Source: an optimization exercise on an open RTL-to-GDS flow (aim: a short achievable clock period). Production flows keep margins and buffers that such runs may drop.
At most, simulation tests tie the RTL to the original design; equivalence was not proved.
Only the layout flow was run in runs 3 to 8; the RTL was not checked for function there.
Power is estimated from default activity; no workload was simulated.

==> design/flow/design.v <==
`timescale 1 ps / 1 ps
module new_component (
		input  wire [7:0]  	s0_address,     
		input  wire        	s0_read,        
		output reg  [31:0] 	s0_readdata,    
		input  wire        	s0_write,       
		input  wire [31:0] 	s0_writedata,   
		input  wire        	clk,          	 
		input  wire        	reset,			 
		output wire	[7:0]		led				 
	);
	reg [31:0] count;
	reg [31:0] duty;
	reg [31:0] period;
	reg        wrap;	 
	reg        le;		 
	wire [31:0] wd  = s0_writedata;
	wire        wr0 = s0_write && s0_address == 8'h00;
	wire        wr1 = s0_write && s0_address == 8'h01;
	wire        wr2 = s0_write && s0_address == 8'h02;
	function inc_eq;
		input [31:0] a;
		input [31:0] b;
		reg   [32:0] d;
		reg          ok;
		integer      i;
		begin
			d  = {1'b0, a ^ b};
			ok = d[0];
			for (i = 0; i < 32; i = i + 1)
				ok = ok & (~d[i+1] | d[i]) & (~d[i] | (a[i] == d[i+1]));
			inc_eq = ok;
		end
	endfunction
	wire wd_ge_p  = wd >= period;
	wire wd_le_d  = wd <= duty;
	wire c_ge_wd  = count >= wd;
	wire wd_zero  = wd == 32'd0;
	wire c1_eq_wd = inc_eq(count, wd);
	wire c1_eq_p  = inc_eq(count, period);
	wire p_zero   = period == 32'd0;
	wire c_ne_d   = count != duty;
	always @(posedge clk)
	begin
		case(s0_address)
			8'h00   : s0_readdata <= period;
			8'h01   : s0_readdata <= duty;
			8'h02   : s0_readdata <= count;
			default : s0_readdata <= 0;
		endcase
	end
	always @(posedge clk)
	begin
		if(reset)
		begin
			duty   <= 0;
			period <= 0;
		end
		else
		begin
			if(wr0) period <= wd;
			if(wr1) duty   <= wd;
		end
	end
	always @(posedge clk)
	begin
		if(reset)
		begin
			count <= 0;
			wrap  <= 1'b1;
			le    <= 1'b1;
		end
		else
		begin
			if(wr2)
				count <= wd;
			else if(wrap)
				count <= 0;
			else
				count <= count + 32'd1;
			if(wr2)
				wrap <= wd_ge_p;
			else if(wr0)
				wrap <= wrap ? wd_zero : (c_ge_wd | c1_eq_wd);
			else
				wrap <= wrap ? p_zero : c1_eq_p;
			if(wr2)
				le <= wd_le_d;
			else if(wr1)
				le <= wrap | ~c_ge_wd;
			else
				le <= wrap | (le & c_ne_d);
		end
	end
	assign led = {8{le}};
endmodule
==> design/flow/run.sh <==
#!/bin/bash
# synth_recipe.tcl (not shown) runs the flow's synth.tcl, then flattens the netlist and writes it again
# the make line also repeats each setting of config.mk as NAME=value (left out here)
make -C /OpenROAD-flow-scripts/flow DESIGN_CONFIG=/design/flow/config.mk WORK_HOME=/design/flow/orfs CLKGATE_MAP_FILE= SYNTH_SCRIPT=/design/flow/synth_recipe.tcl finish
==> design/flow/config.mk <==
export PLATFORM = sky130hd
export DESIGN_NAME = new_component
export DESIGN_NICKNAME = new_component
export VERILOG_FILES = /design/flow/design.v
export SDC_FILE = /design/flow/constraint.sdc
export NUM_CORES = 4
export LEC_CHECK = 0
export ABC_CLOCK_PERIOD_IN_PS = 1000
export CAP_MARGIN = 20
export CORE_MARGIN = 2
export CORE_UTILIZATION = 40
export SETUP_SLACK_MARGIN = 2.2
export SLEW_MARGIN = 20
==> design/flow/constraint.sdc <==
create_clock -name core_clock -period 3.2 [get_ports {clk}]
set_input_delay 0.6400 -clock core_clock [delete_from_list [all_inputs] [get_ports {clk}]]
set_output_delay 0.6400 -clock core_clock [all_outputs]
set_load 0.01 [all_outputs]
==> results of run 1 <==
## sequential cells by signal, indices dropped and copies added (netlist names)
signal	cells
count	32
duty	32
period	32
s0_readdata	32
le	1
wrap	1
## synth_stat cells, drive strengths merged (6+ instances only)
master	number	area share (%)
a211oi	9	0.69
a21o	14	1.1
a21oi	138	7.0
a22oi	17	1.3
a31oi	8	0.51
and3	17	1.1
and4	6	0.53
buf	38	2.4
clkbuf	51	2.7
dfxtp	130	26
ha	98	12
inv	102	3.9
mux2i	33	3.4
nand2	185	7.1
nand2b	13	0.83
nand3	22	1.1
nand4	31	2.0
nor2	115	4.4
nor2b	19	1.3
nor3	26	1.3
nor4	21	1.4
o211ai	8	0.61
o21ai	38	1.9
o22ai	7	0.44
xnor2	66	5.9
xor2	32	2.8
## timing repair
item | CTS | global route
buffers inserted | 42 | 30
pin swaps | 47 | 87
resized for setup | 464 | 205
setup endpoints to repair | 170 | 170
gates cloned | 15 | 4
## critical path, delay by kind of cell
kind / cells / cell delay, ns
AOI/OAI and AO/OA: 7 / 1.27
adders and majority gates: 1 / 0.33
buffers and inverters: 2 / 0.39
and+or+nand+nor: 1 / 0.08
## final cells by class
| cell class | instances | share of cell area [%] |
|---|---|---|
| clock buffer | 18 | 2.951 |
| clock inverter | 14 | 0.9667 |
| inverter | 102 | 2.589 |
| multi-input combinational | 985 | 53.56 |
| sequential | 130 | 17.98 |
| tap | 324 | 2.724 |
| timing repair buffer | 269 | 19.23 |
## layer usage
metal	vias to the layer above	wire length [um]	global-route usage (%)
li1	4929	-	-
met1	5187	17200	41.66
met2	604	19710	50.70
met3	139	4089	5.114
met4	0	2322	13.19
met5	-	0	0
## path summary, 6_finish.rpt
kind,start,to,slack (ns)
setup reg to reg,count[28],wrap,0.83
hold / removal,duty[17],duty[17],0.49
setup / recovery,s0_writedata[9],wrap,0.80
hold reg to reg,duty[17],duty[17],0.49
## stage by stage
step	TNS [ns]	hold slack, ns	std cells	util [%]
finish	0	0.4918	1842	61.38
global route	0	0.5107	1842	61.38
CTS	0	0.4955	1808	56.98
detailed placement	-0.08454	0.5037	1719	48.46
global placement	-0.07287	0.4972	1719	48.46
floorplan	0	0.4643	1306	-
## power breakdown
part	switching (W)	internal, W	leakage [nW]
sequential	0.00000625	0.00161	1.07
clock	0.000900	0.00112	0.274
combinational	0.000353	0.000289	4.47
total	0.00126	0.00302	5.81
## kinds of logic (layout without fill, tap and decap cells)
kind of cell               after synthesis  in the layout
buffers and inverters                  191            403
muxes                                   35             35
AOI/OAI and AO/OA                      278            278
and+or+nand+nor                        476            476
DFF                                    130            130
xor gates and xnor gates                98             98
adders and majority gates               98             98
==> summary.md, run 1 <==
| Metric | Value |
|---|---|
| Area taken by multi-input logic gates | `7971 um^2` |
| I/O pins | `84` |
| Crit Path Class | `primary input to flip-flop` |
| Antenna violations before repair | `0` |
| Maximum VDD drop | `0.0003408 V` |
| IO buf count | `82` |
| Maxcap violations | `0` |
| RSZ-0062 raised after global routing | `yes` |
| Clock latency (worst-skew pair) | `0.44 ns` |
| Chip Height | `160.9 um` |
| Power per Cell Area | `287.4 nW/um^2` |
| CP cell instances | `clkdlybuf4s15_1, buf_6, ha_1, a21oi_2, nor2_1, a211oi_1, o21ai_0, a21o_1, a31o_2, a311oi_2, o21ai_1` |
| Via-to-Cell Ratio | `5.895` |
| Filler cells | `2032` |
| Post-synthesis mux area share | `3.583%` |
| Pin count of the biggest net entering global routing | `75` |
| Number of enable flip-flop cells after synthesis | `0` |
| DRT Wirelength | `43320 um` |
| Synth Area in Adders | `12.45%` |
| Critical Path RT | `3.52 ns` |
| Post-synthesis xor/xnor area fraction | `8.716%` |
| TritonRoute pass-1 iters | `5` |
| Final min period | `2.402 ns` |
| Gate Count Post-Synth | `1306` |
| Placed cell areas | `11750 um^2` |
| Commonest non-fill, non-tap cells in the layout | `nand2_1 (123), buf_4 (108), nor2_1 (106)` |
| Fraction of the mapped netlist area in compound gates | `17.14%` |
| Post-synthesis sequential area ratio | `26.43%` |
| Synth Warn # | `1` |
| Final setup margin | `0.7984 ns` |
| GPL Wtd Cong | `0.9701` |
| Initial DRC Count | `1061` |
| Die width | `160.9 um` |
| Nets | `1647` |
| Num CTS Buffers | `17` |
| WHS Path Cells | `2` |
| # diodes | `0` |
| CP arrival | `2.72 ns` |
| Place WS | `-0.06025 ns` |
| Min-delay worst type | `flip-flop to flip-flop` |
| Largest family of logic cells by synthesized area | `simple AND/OR/NAND/NOR gates` |
| Max-slew violations | `0` |
| Worst slew pin tran | `0.5686 ns` |
| Worst Path Max Fanout | `5` |
| First-pass GRT wire length | `61630 um` |
| Reg2Reg Depth | `7` |
| Final Hold Vio Count | `0` |
| Grt ovf | `0` |
| FP Rows | `57` |
| Share of cells above drive strength 1 | `40.18%` |
| # DRC | `0` |
| CTS tree | `done` |
| Pwr Total | `0.004277 W` |
| Total clock sinks | `130` |
| Post-synth net total | `1448` |
| Worst setup EP type | `flip-flop` |
| Asr flop ratio synth | `0%` |
| Setup Viol. Count Final | `0` |
| Vias | `10860` |
| Final Skew | `0.008587 ns` |
| # H-tree levels | `4` |
| Avg Cell Area, Syn | `7.541 um^2` |
| Final Cycle Share | `75.05%` |
| Flip-flop and latch area | `2676 um^2` |
| WL per Instance | `23.52 um` |
| Number of global-route vias before repair | `10340` |
| Netlist Area Pre-Place | `9848 um^2` |
| Slowest cell on the critical path | `ha_1` |
| P_leak | `5.811 nW` |
| FF+latch count, synth | `130` |
| Status | `complete, no violations` |
| Startpoint Class | `primary input` |
| Hold Buf Count CTS | `0` |
| Clock Pin Slew Worst Setup and Hold Paths | `0.07 ns` |
| GRT Total Usage | `31.41%` |
| Post-Synth Simple-Gate Area | `22.69%` |
| Root Driver | `clkbuf_16` |
| Most common cell after layout, fill and taps aside | `nand2_1` |
| Maximum clock path buffer count | `2` |
| Final ANT Viol Nets | `0` |
| FMAX | `416.4 MHz` |
| Finished Cell Area | `14880 um^2` |
| Core area | `24250 um^2` |
| Worst path max stage delay | `0.33 ns` |
| Die ar. | `25890 um^2` |
| Top FF cell, synth | `dfxtp_1` |
| Starting Density | `40.61%` |
| Area Growth Syn to Fin | `51.14%` |
| Max_slew headroom | `61.11%` |
| Detailed placement HPWL | `27290 um` |
| Post-synth cell types | `67` |
==> run 2: changes to the inputs <==
--- a/design/flow/config.mk
+++ b/design/flow/config.mk
@@ -7,3 +7,2 @@
 export LEC_CHECK = 0
-export ABC_CLOCK_PERIOD_IN_PS = 1000
 export CAP_MARGIN = 20
@@ -11,3 +10,2 @@
 export CORE_UTILIZATION = 40
-export SETUP_SLACK_MARGIN = 2.2
 export SLEW_MARGIN = 20
==> run 2 against run 1 <==
Net effect: register-to-register slack worse by 0.26 ns; worst hold slack better by 0.0067 ns; design area down 19%; utilization down 12 points; setup slack worse by 0.57 ns; combinational power down 24%; first-iteration DRC count down 18%; sequential cell count unchanged; via count down 8.4%; area after synthesis unchanged; critical path depth up 1.
==> summary.md, run 2 <==
| Metric | Value |
|---|---|
| Status | `complete, no violations` |
| Hold Buf Count CTS | `0` |
| CP Buf/Inv Count | `3` |
| Number of global-route vias before repair | `9392` |
| WL per Instance | `20.12 um` |
| Clock Pin Slew Worst Setup and Hold Paths | `0.06 ns` |
| FP Rows | `57` |
| Chip Height | `160.9 um` |
| Grt ovf | `0` |
| CP cell instances | `clkdlybuf4s50_1, inv_1, ha_1, a21o_1, a221o_1, a221oi_1, a21oi_1, a31oi_1, o31a_1, buf_4, a21oi_1, a31oi_1` |
| Top FF cell, synth | `dfxtp_1` |
| Gate Count Post-Synth | `1306` |
| Worst Path Max Fanout | `3` |
| FF+latch count, synth | `130` |
| Area leader, netlist | `dfxtp_1` |
| Critical Path RT | `3.56 ns` |
| Worst setup EP type | `flip-flop` |
| Final Cycle Share | `92.94%` |
| Commonest non-fill, non-tap cells in the layout | `nand2_1 (184), a21oi_1 (138), dfxtp_1 (130)` |
| IO buf count | `82` |
| Area Growth Syn to Fin | `22.16%` |
| Detailed placement HPWL | `27570 um` |
| Clock latency (worst-skew pair) | `0.43 ns` |
| CP arrival | `3.33 ns` |
| Crit Path Class | `primary input to flip-flop` |
| # diodes | `0` |
| Starting Density | `40.61%` |
| Top post-synthesis cells by area | `dfxtp_1 (26%), ha_1 (12%), a21oi_1 (7.0%)` |
| FMAX | `336.2 MHz` |
| Most common cell after layout, fill and taps aside | `nand2_1` |
| Pwr Total | `0.004108 W` |
| Startpoint Class | `primary input` |
| Final Skew | `0.006115 ns` |
| GPL Wtd Cong | `0.9907` |
| Pin count of the biggest net entering global routing | `47` |
| CTS tree | `done` |
| Maxcap violations | `0` |
| Finished Layout Cells | `1770` |
| Share of cells above drive strength 1 | `11.55%` |
| Final min period | `2.974 ns` |
| # Post-CTS Setup Buffers | `0` |
| Nets | `1575` |
| Root Driver | `clkbuf_16` |
| TritonRoute pass-1 iters | `5` |
| P_leak | `4.671 nW` |
| TNS Setup | `0 ns` |
| RSZ-0062 raised after global routing | `no` |
| Top post-synthesis cells by count | `nand2_1 (184), a21oi_1 (138), dfxtp_1 (130)` |
| Num CTS Buffers | `17` |
| Post-synthesis sequential area ratio | `26.43%` |
| I/O pins | `84` |
| Crit-path leading delay family | `compound AO/OA/AOI/OAI gates` |
| DRT Wirelength | `35620 um` |
| Worst hold margin | `0.4985 ns` |
| Maximum VDD drop | `0.0003058 V` |
| Final ANT Viol Nets | `0` |
| Post-synth net total | `1448` |
| Synth Warn # | `1` |
| Vias | `9944` |
| Post-synth cell types | `67` |
| Worst slew pin tran | `0.6382 ns` |
| First-pass GRT wire length | `54970 um` |
| PostCTS Resize Cnt | `0` |
| Maximum clock path buffer count | `2` |
| Power per Cell Area | `341.4 nW/um^2` |
| Top-area cell type share of the netlist area | `26.43%` |
| Min-delay worst type | `flip-flop to flip-flop` |
| Total clock sinks | `130` |
| Max_slew headroom | `57.06%` |
| Max-slew violations | `0` |
| Core area | `24250 um^2` |
| Asr flop ratio synth | `0%` |
| GRT Total Usage | `27.70%` |
| # DRC | `0` |
| Number of enable flip-flop cells after synthesis | `0` |
| Worst path max stage delay | `0.47 ns` |
| Avg Cell Area, Syn | `7.541 um^2` |
| Antenna violations before repair | `0` |
| # H-tree levels | `4` |
| Die width | `160.9 um` |
| Final Hold Vio Count | `0` |
| Placed cell count | `1738` |
| Initial DRC Count | `872` |
| Setup Viol. Count Final | `0` |
| Via-to-Cell Ratio | `5.618` |
| Slowest cell on the critical path | `clkdlybuf4s50_1` |
| Netlist Area Pre-Place | `9848 um^2` |
| Count leader, synth | `nand2_1` |
| Die ar. | `25890 um^2` |
[run 2: cell counts after synthesis]
Identical to the previous run, type by type.
[run 2: where the power goes]
part	internal, W	switching, W	total (W)
Sequential	0.00162	0.00000363	0.00162
Clock	0.00111	0.000885	0.00200
Combinational	0.000212	0.000275	0.000487
[run 2: final timing paths]
kind / depth (start not counted) / start / slack, ns / end
worst max-delay path: 12 / s0_writedata[2] / 0.23 / le
worst min register to register: 2 / duty[12] / 0.50 / duty[12]
worst min-delay path: 2 / duty[12] / 0.50 / duty[12]
worst max register to register: 10 / count[9] / 0.57 / le
[run 2: cells by family after synthesis]
logic type	share of synthesized area (%)
AND/OR/NAND/NOR	22.69
AO/OA/AOI/OAI	17.14
buffers and inverters	8.995
flip-flops	26.43
XOR/XNOR	8.716
adder cells (fa/ha/maj)	12.45
multiplexers	3.583
[run 2: tightest hold or removal path: cells and delay by family, from the launching register on]
kind / cells / cell delay [ns]
and+or+nand+nor: 1 / 0.06
AOI/OAI and AO/OA: 1 / 0.05
DFF: 1 / 0.34
[run 2: layer usage]
metal,global-route usage [%],vias up,routed length [um]
met3,3.926,72,2638
met4,11.49,0,1313
met5,0,-,0
met2,43.35,408,15820
li1,-,4765,-
met1,38.26,4699,15850
[run 2: metrics by stage]
| stage | util, % | instance area [um^2] | setup WS, ns |
|---|---|---|---|
| floorplan | - | 9848 | 0.7428 |
| global placement | 47.22 | 11450 | -0.1466 |
| detailed placement | 47.22 | 11450 | -0.2056 |
| CTS | 49.61 | 12030 | 0.2378 |
| global route | 49.61 | 12030 | 0.1060 |
| finish | 49.61 | 12030 | 0.2259 |
[run 2: layout make-up]
cell class | instances | area (um^2)
fill | 2398 | 12220
clock buffer | 18 | 439.2
multi-input combinational | 985 | 6372
clock inverter | 14 | 141.4
timing repair buffer | 197 | 1687
sequential | 130 | 2603
inverter | 102 | 382.9
tap | 324 | 405.4
==> run 3: changes to the inputs <==
--- a/design/flow/design.v
+++ b/design/flow/design.v
@@ -34,5 +34,24 @@
 	endfunction
-	wire wd_ge_p  = wd >= period;
-	wire wd_le_d  = wd <= duty;
-	wire c_ge_wd  = count >= wd;
+	function ge;
+		input [31:0] a;
+		input [31:0] b;
+		reg   [31:0] g;
+		reg   [31:0] e;
+		integer      w;
+		integer      i;
+		begin
+			g = a & ~b;
+			e = ~(g | (~a & b));
+			for (w = 16; w >= 1; w = w / 2)
+				for (i = 0; i < w; i = i + 1)
+				begin
+					g[i] = g[2*i+1] | (e[2*i+1] & g[2*i]);
+					e[i] = e[2*i+1] & e[2*i];
+				end
+			ge = g[0] | e[0];
+		end
+	endfunction
+	wire wd_ge_p  = ge(wd, period);
+	wire wd_le_d  = ge(duty, wd);
+	wire c_ge_wd  = ge(count, wd);
 	wire wd_zero  = wd == 32'd0;
--- a/design/flow/config.mk
+++ b/design/flow/config.mk
@@ -7,2 +7,3 @@
 export LEC_CHECK = 0
+export ABC_CLOCK_PERIOD_IN_PS = 1000
 export CAP_MARGIN = 20
@@ -10,2 +11,3 @@
 export CORE_UTILIZATION = 40
+export SETUP_SLACK_MARGIN = 2.2
 export SLEW_MARGIN = 20
==> run 3 against run 2 <==
Net effect: still clean; area after synthesis down 1.9%; total power down 1.4%; sequential power is essentially flat; clock power is 9% lower; via count up 4.6%; critical endpoint is now wrap; largest cell class unchanged; largest power group unchanged.
==> summary.md, run 3 <==
| Metric | Value |
|---|---|
| IO buf count | `82` |
| Initial DRC Count | `894` |
| Area leader, netlist | `dfxtp_1` |
| Max_slew headroom | `56.16%` |
| Switch share | `28.29%` |
| Final Skew | `0.01036 ns` |
| WL per Instance | `23.35 um` |
| Finished Cell Area | `15160 um^2` |
| Power per Cell Area | `267.1 nW/um^2` |
| Chip Height | `159.4 um` |
| Critical Path Most Common Cell | `buf_4` |
| Crit-path leading delay family | `compound AO/OA/AOI/OAI gates` |
| Starting Density | `40.91%` |
| Min-delay worst type | `primary input to flip-flop` |
| Pin count of the biggest net entering global routing | `36` |
| Placed cell areas | `11800 um^2` |
| Clock Pin Slew Worst Setup and Hold Paths | `0.06 ns` |
| Share of total power in combinational logic | `15.0%` |
| Placed cell count | `1663` |
| R2R Path End | `wrap` |
| Setup Viol. Count Final | `0` |
| Grt ovf | `0` |
| Slowest cell on the critical path | `a2111oi_4` |
| Asr flop ratio synth | `0%` |
| Detailed placement HPWL | `26390 um` |
| CP arrival | `2.85 ns` |
| Clock power share | `45.2%` |
| Finished Layout Cells | `1795` |
| R2r setup slk | `0.72 ns` |
| WHS Endpoint | `period[3]` |
| Synth Warn # | `1` |
| Reg2reg start | `period[9]` |
| Maximum clock path buffer count | `2` |
| Top FF cell, synth | `dfxtp_1` |
| Worst slew pin tran | `0.6517 ns` |
| Share of cells above drive strength 1 | `42.89%` |
| TritonRoute pass-1 iters | `5` |
| Filler cells | `1935` |
| I/O pins | `84` |
| Final min period | `2.486 ns` |
| Die ar. | `25410 um^2` |
| Top-area cell type share of the netlist area | `26.94%` |
| Avg Cell Area, Syn | `7.783 um^2` |
| Num CTS Buffers | `17` |
| Via-to-Cell Ratio | `5.797` |
| Critical Path RT | `3.57 ns` |
| # H-tree levels | `4` |
| Startpoint Class | `primary input` |
| CP cell instances | `buf_6, buf_6, buf_4, buf_4, ha_4, nand2_2, a2111oi_4, o41ai_2, o211a_1, o41ai_2, buf_4, a21oi_4, o221ai_2` |
| Die width | `159.4 um` |
| FP Rows | `56` |
| Clock latency (worst-skew pair) | `0.44 ns` |
| Worst Path Max Fanout | `2` |
| Final ANT Viol Nets | `0` |
| NetSw | `0.001146 W` |
| Final Cycle Share | `77.69%` |
| First-pass GRT wire length | `58960 um` |
| Maxcap violations | `0` |
| CP Buf/Inv Count | `5` |
| Top post-synthesis cells by area | `dfxtp_1 (27%), ha_1 (13%), nor2_1 (8.4%)` |
| Netlist Area Pre-Place | `9659 um^2` |
| Sequential power share | `39.8%` |
| Max-slew violations | `0` |
| Hold Buf Count CTS | `0` |
| Gate Count Post-Synth | `1241` |
| Post-synth cell types | `65` |
| Most common cell after layout, fill and taps aside | `nor2_1` |
| DRT Wirelength | `41910 um` |
| FMAX | `402.3 MHz` |
| GRT Total Usage | `30.25%` |
| RSZ-0062 raised after global routing | `yes` |
| Worst path max stage delay | `0.35 ns` |
| Crit Path Class | `primary input to flip-flop` |
| Area Growth Syn to Fin | `56.97%` |
| Status | `complete, no violations` |
| Worst setup EP type | `flip-flop` |
| Count leader, synth | `nor2_1` |
| Power Internal | `0.002904 W` |
| Core area | `23610 um^2` |
| Root Driver | `clkbuf_16` |
| Nets | `1605` |
| Number of global-route vias before repair | `9900` |
| GPL Wtd Cong | `0.9543` |
| # DRC | `0` |
| Reg2Reg Depth | `10` |
| Total clock sinks | `130` |
| Post-synthesis sequential area ratio | `26.94%` |
| Antenna violations before repair | `0` |
| Maximum VDD drop | `0.0002145 V` |
| Number of enable flip-flop cells after synthesis | `0` |
| Final Hold Vio Count | `0` |
| FF+latch count, synth | `130` |
| WHS Path Cells | `3` |
| Commonest non-fill, non-tap cells in the layout | `nor2_1 (136), buf_4 (130), dfxtp_1 (88)` |
| Post-synth net total | `1383` |
| Min-Delay Startpoint | `s0_writedata[3]` |
| Top post-synthesis cells by count | `nor2_1 (217), dfxtp_1 (130), a21oi_1 (116)` |
| # diodes | `0` |
| P_leak | `6.039 nW` |
| Vias | `10410` |
| CTS tree | `done` |
[run 3: cell count changes in the layout (fill, tap and decap cells not counted), moves of 23 or more]
| cell | delta |
|---|---|
| a21oi_1 | -97 |
| a21oi_2 | +63 |
| buf_2 | +23 |
| buf_6 | +53 |
| clkdlybuf4s50_1 | -79 |
| dfxtp_1 | -42 |
| dfxtp_2 | +27 |
| ha_1 | -32 |
| ha_4 | +31 |
| inv_1 | -48 |
| mux2i_1 | +26 |
| nand2_1 | -137 |
| nor2_4 | +63 |
[run 3: worst register-to-register path: cells and delay by family (launching register included)]
family          cells  cell delay, ns
flops               1            0.39
fa+ha+maj           1            0.33
compound gates      7            1.33
buf+inv             2            0.31
[run 3: logic make-up after synthesis]
family / count (synthesis) / synth area share [%]
buf+inv: 162 / 7.021
fa+ha+maj: 98 / 12.69
mux: 64 / 6.710
simple gates: 426 / 20.73
compound gates: 258 / 16.57
flops: 130 / 26.94
xor+xnor: 103 / 9.339
[run 3: what timing repair did]
item                                   in CTS  in global routing
buffers inserted                           30                 50
pin swaps                                  30                 92
resized for setup                         419                319
endpoints found under the hold margin       0                  0
setup endpoints to repair                 170                170
cloned                                     16                  4
[run 3: how the worst max path moves through the flow]
stage	endpoint	slack [ns]	depth (start not counted)	from
floorplan	wrap	0.79	9	s0_writedata[6]
global placement	wrap	-0.03	10	s0_writedata[4]
detailed placement	wrap	-0.07	10	s0_writedata[30]
CTS	wrap	0.76	11	s0_writedata[6]
global route	wrap	0.63	13	s0_writedata[6]
finish	wrap	0.71	13	s0_writedata[6]
[run 3: layer usage]
metal,vias up,share of wire (%),GRT usage (%)
met5,-,0,0
met2,465,46,50.18
met1,5034,41,38.45
li1,4770,-,-
met3,137,6.9,5.184
met4,0,5.7,13.76
[run 3: area by class of cell]
| type | count | area (um^2) | share of cell area [%] |
|---|---|---|---|
| Multi-Input combinational cell | 949 | 8170 | 53.89 |
| Timing Repair Buffer | 286 | 3057 | 20.16 |
| Sequential cell | 130 | 2693 | 17.76 |
| Clock buffer | 23 | 467.9 | 3.086 |
| Tap cell | 319 | 399.1 | 2.632 |
| Inverter | 79 | 316.6 | 2.088 |
| Clock inverter | 9 | 58.81 | 0.3879 |
[run 3: stage by stage]
step           util, %  hold slack [ns]  TNS (ns)  total power (W)  setup slack (ns)
3_5_place_dp     49.97           0.5530   -0.1199         0.002115          -0.06531
4_1_cts          57.15           0.5550         0         0.003987            0.7634
5_1_grt          64.21           0.4762         0         0.004156            0.6281
6_report         64.21           0.4600         0         0.004049            0.7140
3_3_place_gp     49.97           0.5372  -0.03448         0.002114          -0.02822
2_1_floorplan        -           0.5051         0         0.001903            0.7874
[run 3: power by group through the flow]
| stage | combinational, W | sequential (W) | clock, W |
|---|---|---|---|
| 2_1_floorplan | 0.000245 | 0.00166 | 0 |
| 3_3_place_gp | 0.000454 | 0.00166 | 0 |
| 3_5_place_dp | 0.000455 | 0.00166 | 0 |
| 4_1_cts | 0.000544 | 0.00162 | 0.00182 |
| 5_1_grt | 0.000638 | 0.00161 | 0.00191 |
| 6_report | 0.000608 | 0.00161 | 0.00183 |
==> run 4: changes to the inputs <==
--- a/design/flow/config.mk
+++ b/design/flow/config.mk
@@ -11,2 +11,4 @@
 export CORE_UTILIZATION = 40
+export CTS_CLUSTER_DIAMETER = 300
+export CTS_CLUSTER_SIZE = 60
 export SETUP_SLACK_MARGIN = 2.2
==> run 4 against run 3 <==
Net effect: still clean; critical path depth stayed put; total power unchanged; clock skew unchanged; clock-buffer cell count unchanged; non-clock buffer count did not move; cell count is the same; highest routed layer unchanged.
==> summary.md, run 4 <==
| Metric | Value |
|---|---|
| Clock latency (worst-skew pair) | `0.44 ns` |
| Crit-path leading delay family | `compound AO/OA/AOI/OAI gates` |
| Root Driver | `clkbuf_16` |
| Critical Path RT | `3.57 ns` |
| CTS tree | `done` |
| Number of global-route vias before repair | `9900` |
| Core area | `23610 um^2` |
| GRT Total Usage | `30.25%` |
| Avg Cell Area, Syn | `7.783 um^2` |
| Num CTS Buffers | `17` |
| DRT Wirelength | `41910 um` |
| Maximum VDD drop | `0.0002145 V` |
| IO buf count | `82` |
| Final ANT Viol Nets | `0` |
| Area leader, netlist | `dfxtp_1` |
| Worst Path Max Fanout | `2` |
| Grt ovf | `0` |
| I/O pins | `84` |
| Flip-flop and latch area | `2693 um^2` |
| R2r setup slk | `0.72 ns` |
| # diodes | `0` |
| P_leak | `6.039 nW` |
| CP Buf/Inv Count | `5` |
| Synth Area in Adders | `12.69%` |
| RSZ-0062 raised after global routing | `yes` |
| Starting Density | `40.91%` |
| Antenna violations before repair | `0` |
| Netlist Area Pre-Place | `9659 um^2` |
| Top post-synthesis cells by count | `nor2_1 (217), dfxtp_1 (130), a21oi_1 (116)` |
| Die width | `159.4 um` |
| Post-synth net total | `1383` |
| Placed cell areas | `11800 um^2` |
| Max-slew violations | `0` |
| Worst hold margin | `0.4600 ns` |
| Startpoint Class | `primary input` |
| FF+latch count, synth | `130` |
| Final Hold Vio Count | `0` |
| Worst setup EP type | `flip-flop` |
| Nets | `1605` |
| Die ar. | `25410 um^2` |
| Min-delay worst type | `primary input to flip-flop` |
| Post-synth cell types | `65` |
| Post-synthesis xor/xnor area fraction | `9.339%` |
| Top post-synthesis cells by area | `dfxtp_1 (27%), ha_1 (13%), nor2_1 (8.4%)` |
| Critical Path Most Common Cell | `buf_4` |
| Setup Viol. Count Final | `0` |
| Status | `complete, no violations` |
| # H-tree levels | `4` |
| TNS Setup | `0 ns` |
| Detailed placement HPWL | `26390 um` |
| Crit Path Class | `primary input to flip-flop` |
| Worst path max stage delay | `0.35 ns` |
| Vias | `10410` |
| Asr flop ratio synth | `0%` |
| Final Cycle Share | `77.69%` |
| Slowest cell on the critical path | `a2111oi_4` |
| Initial DRC Count | `894` |
| Via-to-Cell Ratio | `5.797` |
| Post-Synth Simple-Gate Area | `20.73%` |
| Finished Cell Area | `15160 um^2` |
| Pwr Total | `0.004049 W` |
| FMAX | `402.3 MHz` |
| First-pass GRT wire length | `58960 um` |
| Fraction of the mapped netlist area in compound gates | `16.57%` |
| Most common cell after layout, fill and taps aside | `nor2_1` |
| Power per Cell Area | `267.1 nW/um^2` |
| Post-synthesis sequential area ratio | `26.94%` |
| Post-synthesis mux area share | `6.710%` |
| Total clock sinks | `130` |
| Maximum clock path buffer count | `2` |
| Final Skew | `0.01036 ns` |
| Clock Pin Slew Worst Setup and Hold Paths | `0.06 ns` |
| CP arrival | `2.85 ns` |
| TritonRoute pass-1 iters | `5` |
| CP cell instances | `buf_6, buf_6, buf_4, buf_4, ha_4, nand2_2, a2111oi_4, o41ai_2, o211a_1, o41ai_2, buf_4, a21oi_4, o221ai_2` |
| Finished Layout Cells | `1795` |
| Maxcap violations | `0` |
| Pin count of the biggest net entering global routing | `36` |
| FP Rows | `56` |
| Commonest non-fill, non-tap cells in the layout | `nor2_1 (136), buf_4 (130), dfxtp_1 (88)` |
| Largest family of logic cells by synthesized area | `simple AND/OR/NAND/NOR gates` |
| Count leader, synth | `nor2_1` |
| Top FF cell, synth | `dfxtp_1` |
| Area Growth Syn to Fin | `56.97%` |
| Final min period | `2.486 ns` |
| Filler cells | `1935` |
| Gate Count Post-Synth | `1241` |
| Max_slew headroom | `56.16%` |
| Top-area cell type share of the netlist area | `26.94%` |
| Area taken by multi-input logic gates | `8170 um^2` |
| Worst slew pin tran | `0.6517 ns` |
| Chip Height | `159.4 um` |
| Hold Buf Count CTS | `0` |
| Number of enable flip-flop cells after synthesis | `0` |
| # DRC | `0` |
| Share of cells above drive strength 1 | `42.89%` |
| WL per Instance | `23.35 um` |
| Placed cell count | `1663` |
| Synth Warn # | `1` |
| GPL Wtd Cong | `0.9543` |
==> run 4: cell counts after synthesis <==
Identical to the previous run, type by type.
==> run 4: what timing repair did <==
item / CTS / global route
endpoints found under the setup margin: 170 / 170
hold endpoints to repair: 0 / 0
setup buffers: 30 / 50
pin swaps: 30 / 92
gates resized for setup: 419 / 319
cloned: 16 / 4
==> run 4: power by group <==
| group | internal, W | total, W | switching [W] |
|---|---|---|---|
| Sequential | 0.00161 | 0.00161 | 0.00000396 |
| Clock | 0.00102 | 0.00183 | 0.000804 |
| Combinational | 0.000270 | 0.000608 | 0.000338 |
==> run 4: layer usage <==
| metal | part of all wire (%) | up-vias | routed length [um] | global-route usage, % |
|---|---|---|---|---|
| li1 | - | 4770 | - | - |
| met3 | 6.9 | 137 | 2888 | 5.184 |
| met4 | 5.7 | 0 | 2405 | 13.76 |
| met2 | 46 | 465 | 19480 | 50.18 |
| met5 | 0 | - | 0 | 0 |
| met1 | 41 | 5034 | 17130 | 38.45 |
==> run 4: final timing paths <==
kind | startpoint | end | depth (start not counted)
max reg2reg | period[9] | wrap | 10
min reg2reg | period[12] | period[12] | 2
min | s0_writedata[3] | period[3] | 3
max | s0_writedata[6] | wrap | 13
==> run 4: tightest hold or removal path: cells and delay by family <==
family                 cells  cell delay (ns)
buffers and inverters      1             0.09
muxes                      1             0.06
and+or+nand+nor            1             0.07
==> run 4: layout make-up <==
class / count / share of cell area (%)
Clock inverter: 9 / 0.3879
Timing Repair Buffer: 286 / 20.16
Tap cell: 319 / 2.632
Inverter: 79 / 2.088
Sequential cell: 130 / 17.76
Clock buffer: 23 / 3.086
Multi-Input combinational cell: 949 / 53.89
==> run 4: cell families after synthesis <==
logic type / Yosys count
AND/OR/NAND/NOR: 426
AO/OA/AOI/OAI: 258
buffers and inverters: 162
flip-flops: 130
XOR/XNOR: 103
adder cells (fa/ha/maj): 98
multiplexers: 64
==> run 4: metrics by stage <==
| step | util (%) | setup WS [ns] |
|---|---|---|
| after floorplan | - | 0.7874 |
| after global placement | 49.97 | -0.02822 |
| after detailed placement | 49.97 | -0.06531 |
| after CTS | 57.15 | 0.7634 |
| after global routing | 64.21 | 0.6281 |
| final | 64.21 | 0.7140 |
==> run 5: changes to the inputs <==
==> design/flow/design.v (replaced) <==
`timescale 1 ps / 1 ps
module new_component (
		input  wire [7:0]  	s0_address,     
		input  wire        	s0_read,        
		output reg  [31:0] 	s0_readdata,    
		input  wire        	s0_write,       
		input  wire [31:0] 	s0_writedata,   
		input  wire        	clk,          	 
		input  wire        	reset,			 
		output wire	[7:0]		led				 
	);
	reg [31:0] count;
	reg [31:0] duty;
	reg [31:0] period;
	always @(posedge clk)
	begin
		case(s0_address)
			8'h00   : s0_readdata <= period;
			8'h01   : s0_readdata <= duty;
			8'h02   : s0_readdata <= count;
			default : s0_readdata <= 0;
		endcase
	end
	always @(posedge clk)
	begin
		if(reset)
		begin
			duty  <= 0;
			period <= 0;
		end
		else if(s0_write)
		begin
			case(s0_address)
				8'h00   : period <= s0_writedata;
				8'h01   : duty   <= s0_writedata;
			endcase
		end
	end
	always @(posedge clk)
	begin
		if(reset)
			count <= 0;
		else if(s0_write && s0_address==8'h02)
			count <= s0_writedata;
		else if(count>=period)
			count <= 0;
		else
			count <= count+1;
	end
	assign led = (count<=duty) ? 8'hff : 8'h00;
endmodule
--- a/design/flow/config.mk
+++ b/design/flow/config.mk
@@ -7,3 +7,2 @@
 export LEC_CHECK = 0
-export ABC_CLOCK_PERIOD_IN_PS = 1000
 export CAP_MARGIN = 20
@@ -11,5 +10,2 @@
 export CORE_UTILIZATION = 40
-export CTS_CLUSTER_DIAMETER = 300
-export CTS_CLUSTER_SIZE = 60
-export SETUP_SLACK_MARGIN = 2.2
 export SLEW_MARGIN = 20
==> run 5 against run 4 <==
Net effect: area after synthesis is 28% lower; sequential cell count is 2 lower; critical path type is now flip-flop to output port; global-route usage is 9.4 points lower; cell count is 34% lower; non-clock buffer count is 158 lower; clock-buffer cell count is 3 higher; total power is 10% lower; worst hold slack better by 0.0065 ns; critical endpoint is now led[2]; fmax is 20% lower.
==> summary.md, run 5 <==
| Metric | Value |
|---|---|
| DRT Wirelength | `18520 um` |
| Die width | `135.6 um` |
| # Post-CTS Setup Buffers | `0` |
| Count leader, synth | `dfxtp_1` |
| Final Hold Vio Count | `0` |
| Filler cells | `1687` |
| Die ar. | `18380 um^2` |
| Place WS | `-0.3335 ns` |
| Setup Viol. Count Final | `0` |
| Root Driver | `clkbuf_16` |
| Top FF cell, synth | `dfxtp_1` |
| CTS tree | `done` |
| TritonRoute pass-1 iters | `5` |
| Worst setup EP type | `output port` |
| Maximum clock path buffer count | `2` |
| CP arrival | `2.47 ns` |
| # H-tree levels | `4` |
| Final Skew | `0.009133 ns` |
| Nets | `1058` |
| # DRC | `0` |
| Asr flop ratio synth | `0%` |
| Maxcap violations | `0` |
| Power per Cell Area | `410.5 nW/um^2` |
| Grt ovf | `0` |
| Netlist Area Pre-Place | `6925 um^2` |
| Post-Synth Simple-Gate Area | `19.49%` |
| Detailed placement HPWL | `12780 um` |
| Critical Path RT | `2.56 ns` |
| Crit Path Class | `flip-flop to output port` |
| Final setup margin | `0.08965 ns` |
| Top post-synthesis cells by count | `dfxtp_1 (128), nor2_1 (120), nand2_1 (119)` |
| Synth Warn # | `1` |
| Global routing usage on met1 | `29.23%` |
| Total clock sinks | `128` |
| Chip Height | `135.6 um` |
| Final Cycle Share | `97.20%` |
| RSZ-0062 raised after global routing | `no` |
| Final min period | `3.110 ns` |
| Min-delay worst type | `flip-flop to flip-flop` |
| Number of global-route vias before repair | `5749` |
| Grt met2 use | `32.60%` |
| # diodes | `0` |
| Commonest non-fill, non-tap cells in the layout | `dfxtp_1 (121), nor2_1 (119), nand2_1 (119)` |
| Num CTS Buffers | `17` |
| Met3 Usage GRT | `3.517%` |
| Worst slew pin tran | `0.7851 ns` |
| Starting Density | `40.46%` |
| Vias | `6058` |
| Antenna violations before repair | `0` |
| Clock Pin Slew Worst Setup and Hold Paths | `0.06 ns` |
| Area leader, netlist | `dfxtp_1` |
| TNS Setup | `0 ns` |
| I/O pins | `84` |
| Fraction of the mapped netlist area in compound gates | `11.76%` |
| Share of cells above drive strength 1 | `12.47%` |
| Post-synthesis xor/xnor area fraction | `3.794%` |
| Top-area cell type share of the netlist area | `37.00%` |
| Post-synth net total | `957` |
| Initial DRC Count | `297` |
| WL per Instance | `15.60 um` |
| Core area | `17120 um^2` |
| P_leak | `3.679 nW` |
| Most common cell after layout, fill and taps aside | `dfxtp_1` |
| Number of enable flip-flop cells after synthesis | `0` |
| Area Growth Syn to Fin | `27.77%` |
| Pin count of the biggest net entering global routing | `66` |
| First-pass GRT wire length | `29880 um` |
| Startpoint Class | `flip-flop` |
| Via-to-Cell Ratio | `5.104` |
| Final design utilization | `51.70%` |
| Status | `complete, no violations` |
| Maximum VDD drop | `0.0003754 V` |
| Worst Path Max Fanout | `8` |
| Post-synth cell types | `47` |
| Max_slew headroom | `47.66%` |
| Post-synthesis mux area share | `9.250%` |
| Avg Cell Area, Syn | `8.167 um^2` |
| Final ANT Viol Nets | `0` |
| Clock latency (worst-skew pair) | `0.43 ns` |
| GPL Wtd Cong | `0.8286` |
| Synth Area in Adders | `11.74%` |
| GRT Total Usage | `20.87%` |
| FP Rows | `48` |
| IO buf count | `82` |
| FMAX | `321.5 MHz` |
| Gate Count Post-Synth | `848` |
| Largest family of logic cells by synthesized area | `simple AND/OR/NAND/NOR gates` |
| Top post-synthesis cells by area | `dfxtp_1 (37%), ha_1 (12%), mux2i_1 (9.3%)` |
| Grt peak-use layer | `met2` |
| Post-synthesis sequential area ratio | `37.00%` |
| FF+latch count, synth | `128` |
| Max-slew violations | `0` |
run 5: cell count changes after synthesis, moves of 15 or more:
cell / delta
nor4_1: -20
a21o_1: -16
a21oi_1: -38
ha_1: -33
nor2b_1: -20
nor2_1: -97
xnor2_1: -66
nand4_1: -18
clkbuf_1: -26
nand2_1: +67
nor3_1: -15
run 5: through the flow:
stage / instance area, um^2 / total power [W] / hold slack [ns] / std cells
global placement: 8160 / 0.001809 / 0.4584 / 1155
CTS: 8728 / 0.003646 / 0.4710 / 1187
floorplan: 6925 / 0.001709 / 0.4497 / 848
global route: 8848 / 0.003734 / 0.4906 / 1187
detailed placement: 8160 / 0.001809 / 0.4631 / 1155
finish: 8848 / 0.003632 / 0.4665 / 1187
run 5: layout make-up:
type	count	area, um^2	share of cell area [%]
clock buffers	26	499.2	5.642
clock inverters	6	55.05	0.6222
inverters	65	244.0	2.757
multi-input cells	609	4003	45.23
flip-flops and latches	128	2571	29.06
well taps	225	281.5	3.182
repair buffers	128	1195	13.50
run 5: final timing paths:
kind	start	to	slack, ns	cells past startpoint
max reg2reg	count[29]	count[23]	0.61	8
min	duty[31]	duty[31]	0.47	2
min reg2reg	duty[31]	duty[31]	0.47	2
max	duty[25]	led[2]	0.09	10
run 5: timing repair:
action	CTS	global route
gates resized for setup	47	22
pin swaps	3	10
endpoints found under the hold margin	0	0
hold buffers	0	0
endpoints found under the setup margin	8	8
run 5: metal layers:
layer / share of wire (%) / vias to the layer above
met5: 0 / -
met2: 45 / 132
met3: 4.2 / 26
li1: - / 3053
met1: 50 / 2847
met4: 1.4 / 0
run 5: report_power, final:
group          internal (W)  switching (W)
Combinational     0.0000860      0.0000969
Sequential          0.00160     0.00000113
Clock               0.00114       0.000709
run 5: critical path, stage by stage, from the launching register on:
cell	delay, ns
dfxtp_1	0.35
inv_1	0.05
ha_1	0.30
a21oi_1	0.16
nor2_1	0.09
a2111oi_4	0.31
buf_4	0.17
o221ai_2	0.09
o21ai_2	0.23
buf_6	0.18
buf_6	0.11
run 5: cell families after synthesis:
logic type | count (synthesis)
AO/OA/AOI/OAI | 145
AND/OR/NAND/NOR | 305
XOR/XNOR | 30
multiplexers | 64
flip-flops | 128
buffers and inverters | 111
adder cells (fa/ha/maj) | 65
==> run 6: changes to the inputs <==
--- a/design/flow/design.v
+++ b/design/flow/design.v
@@ -14,2 +14,46 @@
 	reg [31:0] period;
+	reg        wrap;	 
+	reg        le;		 
+	wire [31:0] wd  = s0_writedata;
+	wire        hi0 = s0_address[7:2] == 6'd0;
+	wire        wr0 = s0_write && hi0 && s0_address[1:0] == 2'd0;
+	wire        wr1 = s0_write && hi0 && s0_address[1:0] == 2'd1;
+	wire        wr2 = s0_write && hi0 && s0_address[1:0] == 2'd2;
+	function [2:0] cmp;
+		input [31:0] a;
+		input [31:0] b;
+		reg   [31:0] g;
+		reg   [31:0] l;
+		reg   [31:0] m;
+		reg   [31:0] o;
+		integer      w;
+		integer      i;
+		begin
+			g = a & ~b;
+			l = ~a & b;
+			m = l;
+			o = g;
+			for (w = 16; w >= 1; w = w / 2)
+				for (i = 0; i < w; i = i + 1)
+				begin
+					m[i] = (~g[2*i+1] & ~l[2*i+1] & m[2*i]) | (m[2*i+1] & o[2*i]);
+					o[i] = o[2*i+1] & o[2*i];
+					g[i] = g[2*i+1] | (~l[2*i+1] & g[2*i]);
+					l[i] = l[2*i+1] | (~g[2*i+1] & l[2*i]);
+				end
+			cmp = {g[0], l[0], m[0]};
+		end
+	endfunction
+	wire [2:0] c_wp = cmp(wd, period);
+	wire [2:0] c_dw = cmp(duty, wd);
+	wire [2:0] c_cw = cmp(count, wd);
+	wire [2:0] c_cp = cmp(count, period);
+	wire wd_lt_p  = c_wp[1];	 
+	wire d_lt_wd  = c_dw[1];	 
+	wire c_lt_wd  = c_cw[1];	 
+	wire c1_eq_wd = c_cw[0];	 
+	wire c1_eq_p  = c_cp[0];	 
+	wire wd_zero  = wd == 32'd0;
+	wire p_zero   = period == 32'd0;
+	wire c_ne_d   = count != duty;
 	always @(posedge clk)
@@ -27,11 +71,9 @@
 		begin
-			duty  <= 0;
+			duty   <= 0;
 			period <= 0;
 		end
-		else if(s0_write)
+		else
 		begin
-			case(s0_address)
-				8'h00   : period <= s0_writedata;
-				8'h01   : duty   <= s0_writedata;
-			endcase
+			if(wr0) period <= wd;
+			if(wr1) duty   <= wd;
 		end
@@ -41,11 +83,30 @@
 		if(reset)
+		begin
 			count <= 0;
-		else if(s0_write && s0_address==8'h02)
-			count <= s0_writedata;
-		else if(count>=period)
-			count <= 0;
+			wrap  <= 1'b1;
+			le    <= 1'b1;
+		end
 		else
-			count <= count+1;
+		begin
+			if(wr2)
+				count <= wd;
+			else if(wrap)
+				count <= 0;
+			else
+				count <= count + 32'd1;
+			if(wr2)
+				wrap <= ~wd_lt_p;
+			else if(wr0)
+				wrap <= wrap ? wd_zero : (~c_lt_wd | c1_eq_wd);
+			else
+				wrap <= wrap ? p_zero : c1_eq_p;
+			if(wr2)
+				le <= ~d_lt_wd;
+			else if(wr1)
+				le <= wrap | c_lt_wd;
+			else
+				le <= wrap | (le & c_ne_d);
+		end
 	end
-	assign led = (count<=duty) ? 8'hff : 8'h00;
+	assign led = {8{le}};
 endmodule
--- a/design/flow/config.mk
+++ b/design/flow/config.mk
@@ -7,2 +7,3 @@
 export LEC_CHECK = 0
+export ABC_CLOCK_PERIOD_IN_PS = 1000
 export CAP_MARGIN = 20
@@ -10,2 +11,3 @@
 export CORE_UTILIZATION = 40
+export SETUP_SLACK_MARGIN = 2.2
 export SLEW_MARGIN = 20
==> run 6 against run 5 <==
Net effect: non-clock buffer count rose by 192; still clean; largest cell class unchanged; synthesized cell count rose by 66%; design area rose by 80%; clock-buffer cell count fell by 5; clock skew rose by 0.0054 ns; global-route usage rose by 10 points; sequential share of layout area fell by 12 points; via count rose by 95%; routed wire length rose by 140%; setup slack improved by 0.52 ns; fmax rose by 20%; total power rose by 27%.
==> summary.md, run 6 <==
| Metric | Value |
|---|---|
| Status | `complete, no violations` |
| GPL Wtd Cong | `0.9424` |
| Startpoint Class | `flip-flop` |
| Total clock sinks | `130` |
| Critical Path RT | `3.56 ns` |
| Chip Height | `164.8 um` |
| Num CTS Buffers | `17` |
| P_leak | `5.989 nW` |
| CTS tree | `done` |
| I/O pins | `84` |
| Asr flop ratio synth | `0%` |
| Most common cell after layout, fill and taps aside | `buf_4` |
| Setup Viol. Count Final | `0` |
| WL per Instance | `22.89 um` |
| Avg Cell Area, Syn | `7.362 um^2` |
| Number of enable flip-flop cells after synthesis | `0` |
| Met3 Usage GRT | `6.328%` |
| Top FF cell, synth | `dfxtp_1` |
| Detailed placement HPWL | `27180 um` |
| # DRC | `0` |
| # H-tree levels | `4` |
| Final Skew | `0.01449 ns` |
| Final ANT Viol Nets | `0` |
| Post-synth cell types | `83` |
| CP cell instances | `inv_1, ha_2, buf_4, nor4_1, nand3_1, o22ai_1, o21ai_1, buf_4, a31oi_1, o31ai_1, nand4b_1` |
| FMAX | `385.6 MHz` |
| Commonest non-fill, non-tap cells in the layout | `buf_4 (156), nand2_1 (108), nor2_1 (107)` |
| Clock Pin Slew Worst Setup and Hold Paths | `0.06 ns` |
| Power per Cell Area | `290.9 nW/um^2` |
| Slowest cell on the critical path | `nor4_1` |
| DRT Wirelength | `45320 um` |
| Top-area cell type share of the netlist area | `25.16%` |
| Area Growth Syn to Fin | `53.89%` |
| Worst Path Max Fanout | `5` |
| Top post-synthesis cells by count | `nand2_1 (175), nor2_1 (145), a21oi_1 (142)` |
| Maximum clock path buffer count | `2` |
| Top post-synthesis cells by area | `dfxtp_1 (25%), ha_1 (8.0%), a21oi_1 (6.9%)` |
| Count leader, synth | `nand2_1` |
| Pwr Total | `0.004631 W` |
| Final min period | `2.593 ns` |
| Worst slew pin tran | `1.059 ns` |
| Die width | `164.8 um` |
| Core area | `25250 um^2` |
| Starting Density | `40.96%` |
| TritonRoute pass-1 iters | `7` |
| CP arrival | `2.96 ns` |
| Post-synthesis sequential area ratio | `25.16%` |
| RSZ-0062 raised after global routing | `yes` |
| Pin count of the biggest net entering global routing | `74` |
| Synth Warn # | `1` |
| Max_slew headroom | `29.37%` |
| Max-slew violations | `0` |
| Via-to-Cell Ratio | `5.976` |
| Grt met2 use | `49.22%` |
| Antenna violations before repair | `0` |
| Area leader, netlist | `dfxtp_1` |
| Final Cycle Share | `81.05%` |
| Global routing usage on met1 | `41.13%` |
| Final design utilization | `63.03%` |
| IO buf count | `82` |
| Min-delay worst type | `flip-flop to flip-flop` |
| Nets | `1747` |
| Vias | `11830` |
| GRT Total Usage | `31.33%` |
| Hold Buf Count CTS | `0` |
| Netlist Area Pre-Place | `10340 um^2` |
| Initial DRC Count | `1124` |
| Final setup margin | `0.6065 ns` |
| Root Driver | `clkbuf_16` |
| Maximum VDD drop | `0.0003169 V` |
| First-pass GRT wire length | `64310 um` |
| Placed cell areas | `12410 um^2` |
| Share of cells above drive strength 1 | `41.03%` |
| Maxcap violations | `0` |
| Filler cells | `2121` |
| Number of global-route vias before repair | `11060` |
| Finished Cell Area | `15920 um^2` |
| Die ar. | `27160 um^2` |
| Grt ovf | `0` |
| FF+latch count, synth | `130` |
| Crit Path Class | `flip-flop to flip-flop` |
| Post-synth net total | `1515` |
| Grt peak-use layer | `met2` |
| # diodes | `0` |
| Worst setup EP type | `flip-flop` |
| Worst path max stage delay | `0.52 ns` |
| Final Hold Vio Count | `0` |
| Place WS | `-0.1662 ns` |
| FP Rows | `58` |
| TNS Setup | `0 ns` |
| Gate Count Post-Synth | `1405` |
| Critical Path Most Common Cell | `buf_4` |
| Clock latency (worst-skew pair) | `0.44 ns` |
-- run 6: cell count changes after synthesis, sizes merged, moves of 23 or more --
cell / change
maj3: +29
nand3b: +44
clkbuf: +53
nand2b: +23
nor2b: +34
a22oi: +23
xnor2: +48
nor2: +25
nor3: +29
a21oi: +65
nand2: +56
mux2i: -32
-- run 6: final timing paths --
| check | startpoint | endpoint | slack [ns] | depth (start not counted) |
|---|---|---|---|---|
| worst min-delay path | duty[5] | duty[5] | 0.51 | 2 |
| worst max register to register | count[7] | wrap | 0.61 | 11 |
| worst max-delay path | count[7] | wrap | 0.61 | 11 |
| worst min register to register | duty[5] | duty[5] | 0.51 | 2 |
-- run 6: per-stage QoR --
step,instances,hold WS (ns)
final,1980,0.5137
after global routing,1980,0.5405
after floorplan,1405,0.4688
after CTS,1929,0.5055
after detailed placement,1839,0.4921
after global placement,1839,0.4874
-- run 6: what timing repair did --
item / 4_1_cts / 5_1_grt
setup buffers: 44 / 42
gates cloned: 14 / 9
gates resized for setup: 488 / 276
pin swaps: 69 / 124
endpoints found under the setup margin: 170 / 170
-- run 6: kinds of logic (layout without fill, tap and decap cells) --
| logic type | Yosys count | after routing | synth area share [%] |
|---|---|---|---|
| AOI/OAI and AO/OA | 315 | 315 | 19.57 |
| adders and majority gates | 95 | 95 | 10.89 |
| DFF | 130 | 130 | 25.16 |
| xor gates and xnor gates | 76 | 76 | 6.435 |
| muxes | 32 | 32 | 3.097 |
| and+or+nand+nor | 570 | 570 | 27.28 |
| buffers and inverters | 187 | 432 | 7.572 |
-- run 6: worst max-delay path, delay by kind of cell (launching register included) --
| kind | cells | cell delay, ns |
|---|---|---|
| simple gates | 3 | 0.80 |
| buf+inv | 3 | 0.41 |
| fa+ha+maj | 1 | 0.21 |
| flops | 1 | 0.39 |
| compound gates | 4 | 0.71 |
-- run 6: where the power goes --
part / switching (W) / internal, W
Combinational: 0.000439 / 0.000389
Sequential: 0.0000274 / 0.00161
Clock: 0.000845 / 0.00132
-- run 6: layer usage --
metal  up-vias  part of all wire [%]
met5         -                     0
met4         0                   5.6
met3       182                   8.8
met2       614                    45
met1      5643                    40
li1       5394                     -
-- run 6: final cells by class --
| cell class | instances | area, um^2 | area share, % |
|---|---|---|---|
| Multi-Input combinational cell | 1088 | 8522 | 53.54 |
| Sequential cell | 130 | 2690 | 16.90 |
| Timing Repair Buffer | 320 | 3341 | 20.99 |
| Clock inverter | 11 | 151.4 | 0.9511 |
| Inverter | 80 | 319.1 | 2.004 |
| Tap cell | 330 | 412.9 | 2.594 |
| Clock buffer | 21 | 481.7 | 3.026 |
==> run 7: changes to the inputs <==
--- a/design/flow/design.v
+++ b/design/flow/design.v
@@ -15,3 +15,3 @@
 	reg        wrap;	 
-	reg        le;		 
+	reg  [7:0] le;		 
 	wire [31:0] wd  = s0_writedata;
@@ -86,3 +86,3 @@
 			wrap  <= 1'b1;
-			le    <= 1'b1;
+			le    <= 8'hff;
 		end
@@ -103,10 +103,10 @@
 			if(wr2)
-				le <= ~d_lt_wd;
+				le <= {8{~d_lt_wd}};
 			else if(wr1)
-				le <= wrap | c_lt_wd;
+				le <= {8{wrap | c_lt_wd}};
 			else
-				le <= wrap | (le & c_ne_d);
+				le <= {8{wrap}} | (le & {8{c_ne_d}});
 		end
 	end
-	assign led = {8{le}};
+	assign led = le;
 endmodule
--- a/design/flow/config.mk
+++ b/design/flow/config.mk
@@ -7,3 +7,2 @@
 export LEC_CHECK = 0
-export ABC_CLOCK_PERIOD_IN_PS = 1000
 export CAP_MARGIN = 20
@@ -11,3 +10,4 @@
 export CORE_UTILIZATION = 40
-export SETUP_SLACK_MARGIN = 2.2
+export SETUP_SLACK_MARGIN = 1.6
 export SLEW_MARGIN = 20
+export TNS_END_PERCENT = 10
==> run 7 against run 6 <==
Net effect: largest power group unchanged; design area shrank 12%; sequential share of layout area increased by 3.2 points; routed wire length shrank 13%; critical path depth is 1 lower; total power decreased by 3.1%; area after synthesis down 0.46%; first-iteration DRC count down 15%; global-route usage fell by 2.8 points; largest cell class unchanged; die area decreased by 0.45%; utilization down 7.7 points; combinational power decreased by 42%; via count is 5.4% lower.
==> summary.md, run 7 <==
| Metric | Value |
|---|---|
| Count leader, synth | `nand2_1` |
| Synth Warn # | `1` |
| DRT Wirelength | `39450 um` |
| RSZ-0062 raised after global routing | `yes` |
| Final Skew | `0.01016 ns` |
| Grt ovf | `0` |
| GPL Wtd Cong | `0.9168` |
| Maxcap violations | `0` |
| Antenna violations before repair | `0` |
| FMAX | `388.5 MHz` |
| Share of cells above drive strength 1 | `23.41%` |
| Avg Cell Area, Syn | `7.256 um^2` |
| Setup Viol. Count Final | `0` |
| Post-synth cell types | `72` |
| Maximum clock path buffer count | `2` |
| Number of enable flip-flop cells after synthesis | `0` |
| Total clock sinks | `137` |
| Final design utilization | `55.33%` |
| Flip-flop and latch area | `2803 um^2` |
| First-pass GRT wire length | `59550 um` |
| Top-area cell type share of the netlist area | `26.64%` |
| Worst setup EP type | `flip-flop` |
| FP Rows | `58` |
| Area leader, netlist | `dfxtp_1` |
| Most common cell after layout, fill and taps aside | `nand2_1` |
| Netlist Area Pre-Place | `10300 um^2` |
| Worst hold margin | `0.5026 ns` |
| Maximum VDD drop | `0.0002369 V` |
| Clock latency (worst-skew pair) | `0.44 ns` |
| CP arrival | `2.95 ns` |
| Min-delay worst type | `flip-flop to flip-flop` |
| Power per Cell Area | `321.2 nW/um^2` |
| IO buf count | `82` |
| Final Cycle Share | `80.44%` |
| CTS tree | `done` |
| Chip Height | `164.4 um` |
| Die width | `164.4 um` |
| # H-tree levels | `4` |
| Initial DRC Count | `957` |
| Core area | `25250 um^2` |
| Post-synthesis sequential area ratio | `26.64%` |
| Pwr Total | `0.004488 W` |
| Number of global-route vias before repair | `10760` |
| Final ANT Viol Nets | `0` |
| Worst path max stage delay | `0.53 ns` |
| GRT Total Usage | `28.58%` |
| Crit Path Class | `flip-flop to flip-flop` |
| Starting Density | `40.77%` |
| I/O pins | `84` |
| Post-synth net total | `1529` |
| Detailed placement HPWL | `27230 um` |
| Slowest cell on the critical path | `or4_4` |
| FF+latch count, synth | `137` |
| Num CTS Buffers | `17` |
| CP Buf/Inv Count | `1` |
| # DRC | `0` |
| Max_slew headroom | `59.46%` |
| Root Driver | `clkbuf_16` |
| Clock Pin Slew Worst Setup and Hold Paths | `0.06 ns` |
| Hold Buf Count CTS | `0` |
| Pin count of the biggest net entering global routing | `47` |
| Startpoint Class | `flip-flop` |
| Top post-synthesis cells by area | `dfxtp_1 (27%), ha_1 (8.0%), nand2_1 (7.6%)` |
| Worst slew pin tran | `0.6025 ns` |
| Worst Path Max Fanout | `8` |
| Die ar. | `27040 um^2` |
| Gate Count Post-Synth | `1419` |
| CP cell instances | `ha_4, or4_4, a221oi_2, a221oi_2, buf_4, a41oi_2, a41oi_2, o2111a_2, nor2_4, a21o_1` |
| Filler cells | `2371` |
| TNS Setup | `0 ns` |
| Commonest non-fill, non-tap cells in the layout | `nand2_1 (202), buf_4 (164), nor2_1 (152)` |
| Placed cell areas | `12290 um^2` |
| Status | `complete, no violations` |
| Finished Cell Area | `13970 um^2` |
| P_leak | `5.313 nW` |
| Final Hold Vio Count | `0` |
| Area taken by multi-input logic gates | `7457 um^2` |
| Nets | `1718` |
| Top post-synthesis cells by count | `nand2_1 (208), nor2_1 (160), dfxtp_1 (137)` |
| Final min period | `2.574 ns` |
| TritonRoute pass-1 iters | `8` |
| Critical Path RT | `3.58 ns` |
| Vias | `11190` |
| WL per Instance | `20.23 um` |
| Crit-path leading delay family | `compound AO/OA/AOI/OAI gates` |
| Area Growth Syn to Fin | `35.72%` |
| Top FF cell, synth | `dfxtp_1` |
| Via-to-Cell Ratio | `5.739` |
| Asr flop ratio synth | `0%` |
| Max-slew violations | `0` |
run 7: final timing paths:
| path | slack, ns | depth (start not counted) | startpoint | endpoint |
|---|---|---|---|---|
| worst max register to register | 0.63 | 10 | count[5] | le[5] |
| worst min register to register | 0.50 | 2 | duty[1] | duty[1] |
| worst min-delay path | 0.50 | 2 | duty[1] | duty[1] |
| worst max-delay path | 0.63 | 10 | count[5] | le[5] |
run 7: cell families after synthesis:
family | count (synthesis) | synth area share, %
buffers and inverters | 186 | 7.036
adder cells (fa/ha/maj) | 87 | 10.09
AND/OR/NAND/NOR | 588 | 26.93
multiplexers | 32 | 3.111
AO/OA/AOI/OAI | 319 | 20.25
flip-flops | 137 | 26.64
XOR/XNOR | 70 | 5.955
run 7: layout make-up:
type / count / area share, %
multi-input combinational: 1097 / 53.37
timing repair buffer: 264 / 16.32
sequential: 137 / 20.06
clock buffer: 19 / 3.170
antenna: 1 / 0.01791
clock inverter: 11 / 1.585
inverter: 91 / 2.525
tap: 330 / 2.955
run 7: worst min-delay path, cell delays in order, from the launching register on:
cell and delay [ns]:
dfxtp_1 0.34, nand2_1 0.06, a21oi_1 0.05
run 7: metal layers:
metal	GRT usage, %	share of wire (%)	up-vias
met5	0	0	-
met4	12.53	4.3	0
met3	5.224	7.9	104
met2	46.10	45	506
met1	37.35	43	5269
li1	-	-	5312
run 7: timing repair:
item / CTS / global route
endpoints found under the setup margin: 164 / 177
setup buffers: 29 / 13
resized for setup: 147 / 99
gates cloned: 1 / 4
hold endpoints to repair: 0 / 0
pin swaps: 46 / 28
run 7: through the flow:
stage,instances,setup WS [ns]
3_3_place_gp,1872,-0.2140
5_1_grt,1949,0.5722
4_1_cts,1932,0.6626
3_5_place_dp,1872,-0.2824
2_1_floorplan,1419,0.5476
6_report,1950,0.6259
run 7: power breakdown:
part / internal [W] / switching, W / leakage (nW)
Combinational: 0.000200 / 0.000281 / 3.88
Clock: 0.00148 / 0.000822 / 0.315
Sequential: 0.00170 / 0.00000516 / 1.12
==> run 8: changes to the inputs <==
==> design/flow/flow/run.sh (new file) <==
#!/bin/bash
# Own flow: the standard layout (standard.sh), with the synthesis script swapped for
# flow/my_synth.tcl (standard synthesis with a different ABC mapping script).
set -euo pipefail
W=$PWD
export FLOW_SYNTH_TCL=$W/synth_recipe.tcl
export ABC_SCRIPT_OVERRIDE=$W/flow/abc.script
sed "s|SYNTH_SCRIPT=[^ ]*|SYNTH_SCRIPT=$W/flow/my_synth.tcl|" standard.sh > my_standard.sh
grep -q "SYNTH_SCRIPT=$W/flow/my_synth.tcl" my_standard.sh
bash my_standard.sh finish > $W/make_finish.log 2>&1
==> design/flow/flow/abc.script (new file) <==
strash
dch
map
buffer -c
topo
stime -c
upsize -c
dnsize -c
==> design/flow/flow/my_synth.tcl (new file) <==
# The standard synthesis (synth_recipe.tcl), with two changes to the mapping of the logic
# between the registers: Yosys's adder extraction is skipped, so ABC sees every gate, and the
# final ABC run uses the script in ABC_SCRIPT_OVERRIDE. Registers are mapped as in the
# standard synthesis.
proc extract_fa {args} { puts "extract_fa skipped" }
proc abc {args} {
  set i [lsearch -exact $args -script]
  if { $i >= 0 } { lset args [expr { $i + 1 }] $::env(ABC_SCRIPT_OVERRIDE) }
  yosys abc {*}$args
}
source $::env(FLOW_SYNTH_TCL)
==> design/flow/standard.sh (new file) <==
#!/bin/bash
# synth_recipe.tcl (not shown) runs the flow's synth.tcl, then flattens the netlist and writes it again
# the make line also repeats each setting of config.mk as NAME=value (left out here)
make -C /OpenROAD-flow-scripts/flow DESIGN_CONFIG=/design/flow/config.mk WORK_HOME=/design/flow/orfs CLKGATE_MAP_FILE= SYNTH_SCRIPT=/design/flow/synth_recipe.tcl "${@:-finish}"
--- a/design/flow/config.mk
+++ b/design/flow/config.mk
@@ -7,2 +7,3 @@
 export LEC_CHECK = 0
+export ABC_CLOCK_PERIOD_IN_PS = 1000
 export CAP_MARGIN = 20
@@ -10,4 +11,3 @@
 export CORE_UTILIZATION = 40
-export SETUP_SLACK_MARGIN = 1.6
+export SETUP_SLACK_MARGIN = 2.2
 export SLEW_MARGIN = 20
-export TNS_END_PERCENT = 10
removed: design/flow/run.sh
==> run 8 against run 7 <==
Net effect: highest routed layer unchanged; critical path type is now primary input to flip-flop; die area decreased by 7.5%; setup slack got worse by 0.032 ns; clock skew increased by 0.0015 ns; still clean.
==> summary.md, run 8 <==
| Metric | Value |
|---|---|
| Status | `complete, no violations` |
| Final Hold Vio Count | `0` |
| I/O pins | `84` |
| Worst slew pin tran | `0.8929 ns` |
| Top post-synthesis cells by area | `dfxtp_1 (29%), nand2_1 (13%), o21ai_0 (8.3%)` |
| Switch share | `27.72%` |
| Via-to-Cell Ratio | `6.262` |
| Number of enable flip-flop cells after synthesis | `0` |
| Final design utilization | `63.64%` |
| DRT Wirelength | `46780 um` |
| Commonest non-fill, non-tap cells in the layout | `nand2_1 (275), buf_4 (126), a21oi_1 (110)` |
| FMAX | `383.7 MHz` |
| Nets | `1787` |
| Area taken by multi-input logic gates | `7396 um^2` |
| RSZ-0062 raised after global routing | `yes` |
| Max-slew violations | `0` |
| IO buf count | `82` |
| Pin count of the biggest net entering global routing | `34` |
| Slowest cell on the critical path | `o2111ai_1` |
| Final ANT Viol Nets | `0` |
| Worst setup EP type | `flip-flop` |
| Worst path max stage delay | `0.46 ns` |
| Initial DRC Count | `1697` |
| Post-synth net total | `1541` |
| Gate Count Post-Synth | `1497` |
| Placed cell count | `1905` |
| Post-synth cell types | `52` |
| GRT Total Usage | `36.00%` |
| Vias | `13000` |
| Synth Warn # | `1` |
| WL per Instance | `22.53 um` |
| Clock power share | `48.7%` |
| Starting Density | `40.63%` |
| Top FF cell, synth | `dfxtp_1` |
run 8: cell types whose count changed after synthesis, moves of 25 or more:
| cell | previous run | this run |
|---|---|---|
| nor2b_1 | 54 | 6 |
| o21ai_0 | 16 | 158 |
| ha_1 | 66 | 0 |
| nand2_1 | 208 | 327 |
| mux2i_1 | 32 | 0 |
| nand3_1 | 17 | 68 |
| a22oi_1 | 42 | 17 |
| clkbuf_1 | 76 | 45 |
| inv_1 | 86 | 139 |
| nor2_1 | 160 | 109 |
| o221ai_1 | 5 | 34 |
| xnor2_1 | 57 | 19 |
| nand4_1 | 22 | 70 |
run 8: metal layers:
metal | track usage, % | vias up | wire length (um)
met5 | 0 | - | 0
met2 | 56.48 | 864 | 20560
met1 | 45.32 | 6020 | 17650
li1 | - | 5844 | -
met3 | 7.227 | 271 | 5080
met4 | 22.35 | 0 | 3495
run 8: logic make-up (layout without fill, tap and decap cells):
group	after synthesis	count (layout)	synth area share (%)
other cells	0	1	0
flops	137	137	28.84
simple gates	643	643	30.55
compound gates	484	484	30.04
buf+inv	212	471	8.632
xor+xnor	21	21	1.934
run 8: layout make-up:
| class | count | share of cell area, % |
|---|---|---|
| diodes | 1 | 0.01680 |
| well taps | 319 | 2.680 |
| flip-flops and latches | 137 | 19.03 |
| clock buffers | 19 | 2.907 |
| repair inverters | 3 | 0.2520 |
| repair buffers | 290 | 20.21 |
| clock inverters | 13 | 1.134 |
| multi-input cells | 1148 | 49.66 |
| inverters | 146 | 4.117 |
run 8: worst register-to-register path, cell delays in order, from the launching register on:
cell and delay, ns:
dfxtp_4 0.41, nand2_1 0.13, nor2_1 0.23, nand3_1 0.18, a21oi_1 0.17, o2111ai_1 0.46
a21oi_2 0.36, o21bai_1 0.13, a41oi_2 0.20, a21oi_1 0.08, nand2_1 0.07
run 8: through the flow:
| stage | area [um^2] | hold WS (ns) |
|---|---|---|
| floorplan | 9897 | 0.4358 |
| finish | 14890 | 0.4974 |
| global route | 14890 | 0.5285 |
| detailed placement | 11250 | 0.4775 |
| CTS | 14040 | 0.4876 |
| global placement | 11250 | 0.4783 |
run 8: what timing repair did:
action / 4_1_cts / 5_1_grt
gates cloned: 19 / 0
resized for setup: 590 / 168
setup endpoints to repair: 177 / 177
pin swaps: 74 / 58
buffers inserted: 83 / 36
run 8: worst paths after layout:
kind / slack [ns] / cells past startpoint / start / endpoint
setup / recovery: 0.59 / 12 / s0_writedata[24] / wrap
hold / removal: 0.50 / 2 / period[8] / s0_readdata[8]
setup reg to reg: 0.72 / 10 / count[25] / wrap
hold reg to reg: 0.50 / 2 / period[8] / s0_readdata[8]
run 8: power by group through the flow:
| stage | logic, W | clock network, W | registers [W] |
|---|---|---|---|
| CTS | 0.000469 | 0.00212 | 0.00172 |
| detailed placement | 0.000405 | 0 | 0.00176 |
| floorplan | 0.000209 | 0 | 0.00176 |
| finish | 0.000514 | 0.00211 | 0.00171 |
| global placement | 0.000403 | 0 | 0.00176 |
| global route | 0.000545 | 0.00219 | 0.00171 |

Setup slack of run 8, layout unchanged: 0.594 ns with ideal ports, 0.620 ns with driving cells assumed (clock clkbuf_16, inputs buf_2), 0.134 ns with port delays also shifted by the 0.485 ns mid clock arrival.
